Source: an optimization exercise on an open RTL-to-GDS flow (aim: small area, a short achievable clock period and few clock cycles per item). Production flows keep margins and buffers that such runs may drop. In this exercise RTL edits were held to simulation tests only and were not proved equivalent to the original. Power is estimated from default activity; no workload was simulated.

File: flow/standard.sh
#!/bin/bash
# synth_recipe.tcl (not shown) runs the flow's synth.tcl, then flattens the netlist and writes it again
# the make line also repeats each setting of config.mk as NAME=value (left out here)
make -C /OpenROAD-flow-scripts/flow DESIGN_CONFIG=/design/flow/config.mk WORK_HOME=/design/flow/orfs CLKGATE_MAP_FILE= SYNTH_SCRIPT=/design/flow/synth_recipe.tcl "${@:-finish}"
File: flow/constraint.sdc
create_clock -name core_clock -period 6.5 [get_ports {clk}]
set_input_delay 1.3000 -clock core_clock [delete_from_list [all_inputs] [get_ports {clk}]]
set_output_delay 1.3000 -clock core_clock [all_outputs]
set_load 0.01 [all_outputs]
File: flow/design.v
`timescale 1ns / 1ps
module booth_enc #(
    parameter W = 8
)(
    input  wire [W-1:0]   b,
    output wire [W/2-1:0] one,
    output wire [W/2-1:0] two,
    output wire [W/2-1:0] neg
);
    wire [W:0] bx = {b, 1'b0};
    genvar i;
    generate
        for (i = 0; i < W/2; i = i + 1) begin : dig
            assign one[i] = bx[2*i+1] ^ bx[2*i];
            assign two[i] = (bx[2*i+2] & ~bx[2*i+1] & ~bx[2*i]) |
                            (~bx[2*i+2] & bx[2*i+1] & bx[2*i]);
            assign neg[i] = bx[2*i+2];
        end
    endgenerate
endmodule
module mac_pe_8_bit #(
    parameter W = 8
)(
    input  wire clk,
    input  wire clear,
    input  wire [W-1:0] a,
    input  wire [W/2-1:0] one,
    input  wire [W/2-1:0] two,
    input  wire [W/2-1:0] neg,
    output reg  [2*W-1:0] product
);
    wire pp_0_0 = ((one[0] & a[0])) ^ neg[0];
    wire pp_0_1 = ((one[0] & a[1]) | (two[0] & a[0])) ^ neg[0];
    wire pp_0_2 = ((one[0] & a[2]) | (two[0] & a[1])) ^ neg[0];
    wire pp_0_3 = ((one[0] & a[3]) | (two[0] & a[2])) ^ neg[0];
    wire pp_0_4 = ((one[0] & a[4]) | (two[0] & a[3])) ^ neg[0];
    wire pp_0_5 = ((one[0] & a[5]) | (two[0] & a[4])) ^ neg[0];
    wire pp_0_6 = ((one[0] & a[6]) | (two[0] & a[5])) ^ neg[0];
    wire pp_0_7 = ((one[0] & a[7]) | (two[0] & a[6])) ^ neg[0];
    wire pp_0_8 = ~(((one[0] & a[7]) | (two[0] & a[7])) ^ neg[0]);
    wire pp_1_0 = ((one[1] & a[0])) ^ neg[1];
    wire pp_1_1 = ((one[1] & a[1]) | (two[1] & a[0])) ^ neg[1];
    wire pp_1_2 = ((one[1] & a[2]) | (two[1] & a[1])) ^ neg[1];
    wire pp_1_3 = ((one[1] & a[3]) | (two[1] & a[2])) ^ neg[1];
    wire pp_1_4 = ((one[1] & a[4]) | (two[1] & a[3])) ^ neg[1];
    wire pp_1_5 = ((one[1] & a[5]) | (two[1] & a[4])) ^ neg[1];
    wire pp_1_6 = ((one[1] & a[6]) | (two[1] & a[5])) ^ neg[1];
    wire pp_1_7 = ((one[1] & a[7]) | (two[1] & a[6])) ^ neg[1];
    wire pp_1_8 = ~(((one[1] & a[7]) | (two[1] & a[7])) ^ neg[1]);
    wire pp_2_0 = ((one[2] & a[0])) ^ neg[2];
    wire pp_2_1 = ((one[2] & a[1]) | (two[2] & a[0])) ^ neg[2];
    wire pp_2_2 = ((one[2] & a[2]) | (two[2] & a[1])) ^ neg[2];
    wire pp_2_3 = ((one[2] & a[3]) | (two[2] & a[2])) ^ neg[2];
    wire pp_2_4 = ((one[2] & a[4]) | (two[2] & a[3])) ^ neg[2];
    wire pp_2_5 = ((one[2] & a[5]) | (two[2] & a[4])) ^ neg[2];
    wire pp_2_6 = ((one[2] & a[6]) | (two[2] & a[5])) ^ neg[2];
    wire pp_2_7 = ((one[2] & a[7]) | (two[2] & a[6])) ^ neg[2];
    wire pp_2_8 = ~(((one[2] & a[7]) | (two[2] & a[7])) ^ neg[2]);
    wire pp_3_0 = ((one[3] & a[0])) ^ neg[3];
    wire pp_3_1 = ((one[3] & a[1]) | (two[3] & a[0])) ^ neg[3];
    wire pp_3_2 = ((one[3] & a[2]) | (two[3] & a[1])) ^ neg[3];
    wire pp_3_3 = ((one[3] & a[3]) | (two[3] & a[2])) ^ neg[3];
    wire pp_3_4 = ((one[3] & a[4]) | (two[3] & a[3])) ^ neg[3];
    wire pp_3_5 = ((one[3] & a[5]) | (two[3] & a[4])) ^ neg[3];
    wire pp_3_6 = ((one[3] & a[6]) | (two[3] & a[5])) ^ neg[3];
    wire pp_3_7 = ((one[3] & a[7]) | (two[3] & a[6])) ^ neg[3];
    wire pp_3_8 = ~(((one[3] & a[7]) | (two[3] & a[7])) ^ neg[3]);
    wire acc_0 = ~clear & product[0];
    wire acc_1 = ~clear & product[1];
    wire acc_2 = ~clear & product[2];
    wire acc_3 = ~clear & product[3];
    wire acc_4 = ~clear & product[4];
    wire acc_5 = ~clear & product[5];
    wire acc_6 = ~clear & product[6];
    wire acc_7 = ~clear & product[7];
    wire acc_8 = clear | product[8];
    wire acc_9 = ~clear & product[9];
    wire acc_10 = ~clear & product[10];
    wire acc_11 = ~clear & product[11];
    wire acc_12 = ~clear & product[12];
    wire acc_13 = ~clear & product[13];
    wire acc_14 = ~clear & product[14];
    wire acc_15 = ~clear & product[15];
    wire s0, c0;
    ha_cell u1 (.x(pp_0_4), .y(pp_1_2), .s(s0), .co(c0));
    wire s1, c1;
    ha_cell u2 (.x(pp_0_5), .y(pp_1_3), .s(s1), .co(c1));
    wire s2, c2;
    fa_cell u3 (.x(pp_0_6), .y(pp_1_4), .z(pp_2_2), .s(s2), .co(c2));
    wire s3, c3;
    ha_cell u4 (.x(pp_3_0), .y(neg[3]), .s(s3), .co(c3));
    wire s4, c4;
    fa_cell u5 (.x(pp_0_7), .y(pp_1_5), .z(pp_2_3), .s(s4), .co(c4));
    wire s5, c5;
    ha_cell u6 (.x(pp_3_1), .y(acc_7), .s(s5), .co(c5));
    wire s6, c6;
    fa_cell u7 (.x(pp_0_8), .y(pp_1_6), .z(pp_2_4), .s(s6), .co(c6));
    wire s7, c7;
    ha_cell u8 (.x(pp_3_2), .y(acc_8), .s(s7), .co(c7));
    wire s8, c8;
    fa_cell u9 (.x(pp_1_7), .y(pp_2_5), .z(pp_3_3), .s(s8), .co(c8));
    wire s9, c9;
    ha_cell u10 (.x(pp_1_8), .y(pp_2_6), .s(s9), .co(c9));
    wire s10, c10;
    ha_cell u11 (.x(pp_0_2), .y(pp_1_0), .s(s10), .co(c10));
    wire s11, c11;
    ha_cell u12 (.x(pp_0_3), .y(pp_1_1), .s(s11), .co(c11));
    wire s12, c12;
    fa_cell u13 (.x(pp_2_0), .y(neg[2]), .z(acc_4), .s(s12), .co(c12));
    wire s13, c13;
    fa_cell u14 (.x(pp_2_1), .y(acc_5), .z(s1), .s(s13), .co(c13));
    wire s14, c14;
    fa_cell u15 (.x(acc_6), .y(s2), .z(s3), .s(s14), .co(c14));
    wire s15, c15;
    fa_cell u16 (.x(s4), .y(s5), .z(c2), .s(s15), .co(c15));
    wire s16, c16;
    fa_cell u17 (.x(s6), .y(s7), .z(c4), .s(s16), .co(c16));
    wire s17, c17;
    fa_cell u18 (.x(acc_9), .y(s8), .z(c6), .s(s17), .co(c17));
    wire s18, c18;
    fa_cell u19 (.x(pp_3_4), .y(acc_10), .z(s9), .s(s18), .co(c18));
    wire s19, c19;
    fa_cell u20 (.x(pp_2_7), .y(pp_3_5), .z(acc_11), .s(s19), .co(c19));
    wire s20, c20;
    ha_cell u21 (.x(pp_2_8), .y(pp_3_6), .s(s20), .co(c20));
    wire s21, c21;
    ha_cell u22 (.x(pp_0_0), .y(neg[0]), .s(s21), .co(c21));
    wire s22, c22;
    ha_cell u23 (.x(pp_0_1), .y(acc_1), .s(s22), .co(c22));
    wire s23, c23;
    fa_cell u24 (.x(neg[1]), .y(acc_2), .z(s10), .s(s23), .co(c23));
    wire s24, c24;
    fa_cell u25 (.x(acc_3), .y(s11), .z(c10), .s(s24), .co(c24));
    wire s25, c25;
    fa_cell u26 (.x(s0), .y(s12), .z(c11), .s(s25), .co(c25));
    wire s26, c26;
    fa_cell u27 (.x(c0), .y(s13), .z(c12), .s(s26), .co(c26));
    wire s27, c27;
    fa_cell u28 (.x(c1), .y(s14), .z(c13), .s(s27), .co(c27));
    wire s28, c28;
    fa_cell u29 (.x(c3), .y(s15), .z(c14), .s(s28), .co(c28));
    wire s29, c29;
    fa_cell u30 (.x(c5), .y(s16), .z(c15), .s(s29), .co(c29));
    wire s30, c30;
    fa_cell u31 (.x(c7), .y(s17), .z(c16), .s(s30), .co(c30));
    wire s31, c31;
    fa_cell u32 (.x(c8), .y(s18), .z(c17), .s(s31), .co(c31));
    wire s32, c32;
    fa_cell u33 (.x(c9), .y(s19), .z(c18), .s(s32), .co(c32));
    wire s33, c33;
    fa_cell u34 (.x(acc_12), .y(s20), .z(c19), .s(s33), .co(c33));
    wire s34, c34;
    fa_cell u35 (.x(pp_3_7), .y(acc_13), .z(c20), .s(s34), .co(c34));
    wire s35, c35;
    ha_cell u36 (.x(pp_3_8), .y(acc_14), .s(s35), .co(c35));
    wire [15:0] row0 = {acc_15, s35, s34, s33, s32, s31, s30, s29, s28, s27, s26, s25, s24, s23, s22, acc_0};
    wire [15:0] row1 = {c35, c34, c33, c32, c31, c30, c29, c28, c27, c26, c25, c24, c23, c22, c21, s21};
    always @(posedge clk)
        product <= row0 + row1;
endmodule
module fa_cell (input wire x, input wire y, input wire z, output wire s, output wire co);
    assign s  = x ^ y ^ z;
    assign co = (x & y) | (x & z) | (y & z);
endmodule
module ha_cell (input wire x, input wire y, output wire s, output wire co);
    assign s  = x ^ y;
    assign co = x & y;
endmodule
`timescale 1ns / 1ps
module array #(
    parameter W = 8
)(
    input  wire clk,
    input  wire rst,
    input  wire start,
    input  wire signed [3*W-1:0] a,
    input  wire signed [3*W-1:0] b,
    output wire signed [9*2*W-1:0] result,
    output reg  result_valid
);
    reg beat1, beat2;
    reg accumulate;
    always @(posedge clk) begin
        if (rst) begin
            beat1        <= 1'b0;
            beat2        <= 1'b0;
            accumulate   <= 1'b0;
            result_valid <= 1'b0;
        end else begin
            beat1        <= start;
            beat2        <= beat1;
            accumulate   <= start | beat1;
            result_valid <= beat2;
        end
    end
    genvar i, j;
    generate
        for (j = 0; j < 3; j = j + 1) begin : enc
            wire [W/2-1:0] one, two, neg;
            booth_enc #(.W(W)) E (
                .b  (b[j*W +: W]),
                .one(one),
                .two(two),
                .neg(neg)
            );
        end
        for (i = 0; i < 3; i = i + 1) begin : row
            for (j = 0; j < 3; j = j + 1) begin : col
                mac_pe_8_bit PE (
                    .clk    (clk),
                    .clear  (~accumulate),
                    .a      (a[i*W +: W]),
                    .one    (enc[j].one),
                    .two    (enc[j].two),
                    .neg    (enc[j].neg),
                    .product(result[(i*3 + j)*2*W +: 2*W])
                );
            end
        end
    endgenerate
endmodule
File: flow/flow/run.sh
#!/bin/bash
# The standard layout (the standard.sh, standard synthesis unchanged), with
# the port buffers that ORFS inserts before global placement made of the
# smallest plain buffer instead of ORFS's default choice (repair steps resize
# them where timing needs it), and with ORFS's power recovery after global
# routing, which downsizes cells on paths with slack to spare.
set -euo pipefail
bash standard.sh "BUFFER_PORTS_ARGS=-buffer_cell sky130_fd_sc_hd__buf_1" "RECOVER_POWER=100" finish > standard.log 2>&1
File: flow/config.mk
export PLATFORM = sky130hd
export DESIGN_NAME = array
export DESIGN_NICKNAME = array
export VERILOG_FILES = /design/flow/design.v
export SDC_FILE = /design/flow/constraint.sdc
export NUM_CORES = 4
export LEC_CHECK = 0
export CAP_MARGIN = 20
export CORE_MARGIN = 2
export CORE_UTILIZATION = 40
export CTS_BUF_LIST = sky130_fd_sc_hd__clkbuf_4 sky130_fd_sc_hd__clkbuf_8
export SETUP_SLACK_MARGIN = 1.75
export SLEW_MARGIN = 20
export SYNTH_HIERARCHICAL = 1
export SYNTH_MINIMUM_KEEP_SIZE = 0
==> impl_metrics.py <==
metrics = {
    "outcome": {
        "status": "complete, but fails checks",
        "violations": "max-capacitance violations, max-slew violations",
    },
    "worst_setup_path": {
        "cp_common_cell": "fa_1",
        "worstPathMaxFanout": 12,
        "cp_top_family": "adder cells",
        "cp_cell_sequence": "clkbuf_1, nand2b_4, o21ai_4, clkbuf_1, a22oi_1, xnor2_1, fa_1, fa_1, fa_1, ha_4, a21oi_2, o211ai_1, a31oi_4, o21bai_2, xor2_1",
        "startpoint_type": "primary input",
        "worst-path-buf-inv": 2,
        "slowest_delay_ns": 0.60,
        "crit_path_top_delay_cell": "fa_1",
        "critPathRequiredTime_ns": 6.95,
        "cp-end-kind": "register",
        "cp.arrival_ns": 5.92,
        "worst-setup-path-type": "in2reg",
    },
    "timing": {
        "hold_viol_final": 0,
        "period_needed_ns": 5.477,
        "slew_violations": 25,
        "slew_headroom_pct": -5.709,
        "tightest_slew_ns": 1.586,
        "timing.fmax_mhz": 182.6,
        "setup_ws_ns": 1.023,
        "setup_viol": 0,
        "fin_crit_sh_pct": 84.26,
        "rsz0062_at_grt": "false",
        "tns_ns": 0,
        "finClkSkew_ns": 0.03745,
    },
    "cts": {
        "numCtsBuffers": 17,
        "cts_tree": "built",
        "clock_latency_ns": 0.59,
        "cts-root-buf": "clkbuf_8",
        "hold_buffers": 0,
        "cts.sinks": 148,
        "clk_pin_slew_ns": 0.09,
        "h-tree-depth": 4,
        "clockBufferDepth": 2,
    },
    "drt": {
        "viasPerCell": 5.504,
        "drt-initial-drc-count": 1022,
        "drtPass1Iterations": 5,
        "routed_wl_mm": 63.39,
        "wire_per_inst_um": 19.64,
        "top_layer": "met5",
        "wl_met3_mm": 3.331,
        "wl_met2_mm": 29.40,
        "drcViolationCount": 0,
        "vias": 17763,
        "m1WireLength_mm": 28.23,
        "antenna_left": 0,
    },
    "cells_and_area": {
        "layout-drive-gt1-share_pct": 11.70,
        "seq_area_um2": 2963,
        "fillerInstances": 5391,
        "multi_input_area_um2": 18880,
        "layout.nets": 2985,
        "area_growth_pct": 12.14,
    },
    "power_and_ir_drop": {
        "peakVddDrop_v": 0.0002484,
        "p_leak_uw": 0.01013,
        "power_uw": 14580,
        "p_per_area_nw_per_um2": 583.7,
    },
    "floorplanning": {
        "start_util_pct": 40.43,
        "die_y_um": 240.0,
        "die_w_um": 240.0,
        "core_um2": 55090,
        "dieArea_um2": 57590,
        "ios": 196,
        "fp-row-count": 86,
    },
    "global_route": {
        "grt.overflow.total": 0,
        "grt_max_degree": 52,
        "antenna_found_initial": 3,
        "grt_pass1_vias": 17959,
        "grt_pass1_wl_mm": 97.76,
        "grt_use_total_pct": 21.53,
    },
    "synthesis": {
        "synth_area_um2": 22270,
        "synth_cell_types": 39,
        "synth_warnings": 8,
        "synth.largest_area_cell": "fa_1",
        "synthCells": 2358,
        "async_flop_share_pct": 0,
        "synth_flop_cell": "dfxtp_1",
        "yosysMostFrequentCell": "xnor2_1",
        "synth_area_leaders": "fa_1, xnor2_1, ha_1",
        "synth_fp_nets": 2877,
        "ys_seq_area_share_pct": 13.30,
        "synth_top_area_share_pct": 20.22,
        "synth_edf_count": 0,
        "ys_seq_elements": 148,
        "syn_area_per_cell_um2": 9.446,
        "yosys-top-cells-count": "xnor2_1, a22oi_1, ha_1, fa_1, clkbuf_1",
    },
    "hold_path": {
        "hp-class": "reg2reg",
    },
    "job": {
        "drv_cap": 1,
    },
    "placed_design": {
        "hpwl_mm": 46.47,
        "dp_slack_ns": 0.7970,
        "port_buffers": 195,
        "gp_congestion": 0.8740,
    },
}
[sequential cells by signal (all words and copies together) (netlist names)]
register and flops:
beat2 1, beat1 1, accumulate 1, result_valid 1
row.col.PE.product 144
[cell families (layout without fill, tap and decap cells)]
| group | count (synthesis) | in the layout | share of synthesized area (%) |
|---|---|---|---|
| other cells | 0 | 1 | 0 |
| mux | 18 | 18 | 0.8595 |
| compound gates | 586 | 586 | 19.12 |
| fa+ha+maj | 468 | 468 | 33.87 |
| buf+inv | 250 | 370 | 4.719 |
| simple gates | 429 | 429 | 10.08 |
| xor+xnor | 459 | 459 | 18.05 |
| flops | 148 | 148 | 13.30 |
[worst paths after layout]
kind                   start                      endpoint  slack [ns]  depth (start not counted)
hold reg to reg        beat2                  result_valid        0.45                          1
setup / recovery        b[5]  row[1].col[0].PE.product[13]        1.02                         15
hold / removal         beat2                  result_valid        0.45                          1
setup reg to reg  accumulate  row[1].col[0].PE.product[13]        2.39                         12
[modules after synthesis, one instance, submodules excluded, a selection]
module / flops+latches / area (um^2) / copies in the design
array: 4 / 112.6 / 1
fa_cell: 0 / 20.02 / 216
ha_cell: 0 / 12.51 / 108
mac_pe_8_bit: 16 / 1790 / 9
[cell usage in the layout, fill, tap and decap left out, drive strengths merged, types with 18 or more instances in the layout]
| cell | count |
|---|---|
| a21o | 54 |
| a21oi | 99 |
| a22oi | 252 |
| and3 | 27 |
| buf | 261 |
| clkbuf | 59 |
| dfxtp | 148 |
| fa | 225 |
| ha | 243 |
| inv | 38 |
| nand2 | 129 |
| nand2b | 36 |
| nand3 | 18 |
| nor2 | 36 |
| nor2b | 141 |
| o211ai | 36 |
| o21ai | 96 |
| o21bai | 18 |
| xnor2 | 360 |
| xor2 | 99 |
[cell type report]
| cell class | count | share of cell area (%) |
|---|---|---|
| antenna | 1 | 0.01002 |
| clock buffer | 19 | 0.9968 |
| clock inverter | 12 | 0.4408 |
| inverter | 37 | 0.5660 |
| multi-input combinational | 1960 | 75.61 |
| sequential | 148 | 11.86 |
| tap | 748 | 3.747 |
| timing repair buffer | 302 | 6.773 |
[worst reg2reg max path, cell delays in order, from the launching register on]
cell	delay, ns
dfxtp_1	0.34
inv_4	0.48
buf_4	0.50
nor2b_1	0.11
ha_1	0.34
fa_1	0.53
fa_1	0.60
ha_4	0.23
and3_1	0.22
and2_1	0.19
a31oi_4	0.21
o21bai_2	0.10
xor2_1	0.15
[stage by stage]
step | cell area, um^2 | util (%) | std cells | hold slack (ns)
after global placement | 24090 | 43.73 | 3167 | 0.4236
after floorplan | 22660 | - | 2358 | 0.4138
after CTS | 24550 | 44.56 | 3200 | 0.4507
after detailed placement | 24090 | 43.73 | 3167 | 0.4314
after global routing | 24980 | 45.34 | 3227 | 0.4727
final | 24980 | 45.34 | 3227 | 0.4520
[layer usage]
| metal | track usage [%] | vias up |
|---|---|---|
| li1 | - | 8365 |
| met1 | 28.32 | 8782 |
| met2 | 34.84 | 508 |
| met3 | 3.881 | 104 |
| met4 | 8.865 | 4 |
| met5 | 0 | - |
[where the power goes]
| group | leakage, uW | switching (uW) | internal, uW |
|---|---|---|---|
| sequential | 0.00125 | 290 | 1550 |
| clock | 0.000163 | 439 | 307 |
| combinational | 0.00872 | 6570 | 5420 |
[what timing repair did]
action	4_1_cts	5_1_grt
pin swaps	1	40
cloned	0	8
buffers inserted	2	18
resized for setup	19	82
setup endpoints to repair	44	57
Testbench counts, summed over its fixed seeds: cycles 14,408, items 4,800.

## afterwards: timing with drivers on the ports
No port has a modelled driver above. Below, the same layout with a new extraction and two added sets of constraints. Step 1, drivers: a clkbuf_16 drives clk and a buf_2 each remaining input, both assumed. Step 2 moves the port delays by t, midway between the first and last clock arrival at a register: inputs arrive t later, outputs are due t later. That takes back most of the time a late clock gives input paths. Three values: ideal, step 1, step 2; two values: the first two.
t (ns): 0.624
setup slack, ns: 1.023 / 1.047 / 0.423
slew at the worst register clock pin (ns): 0.12 / 0.12
worst slew at a driven data input, ns: 0.07
For this run, drivers alone change the setup slack by +0.024 ns; drivers and shift together by -0.600 ns.
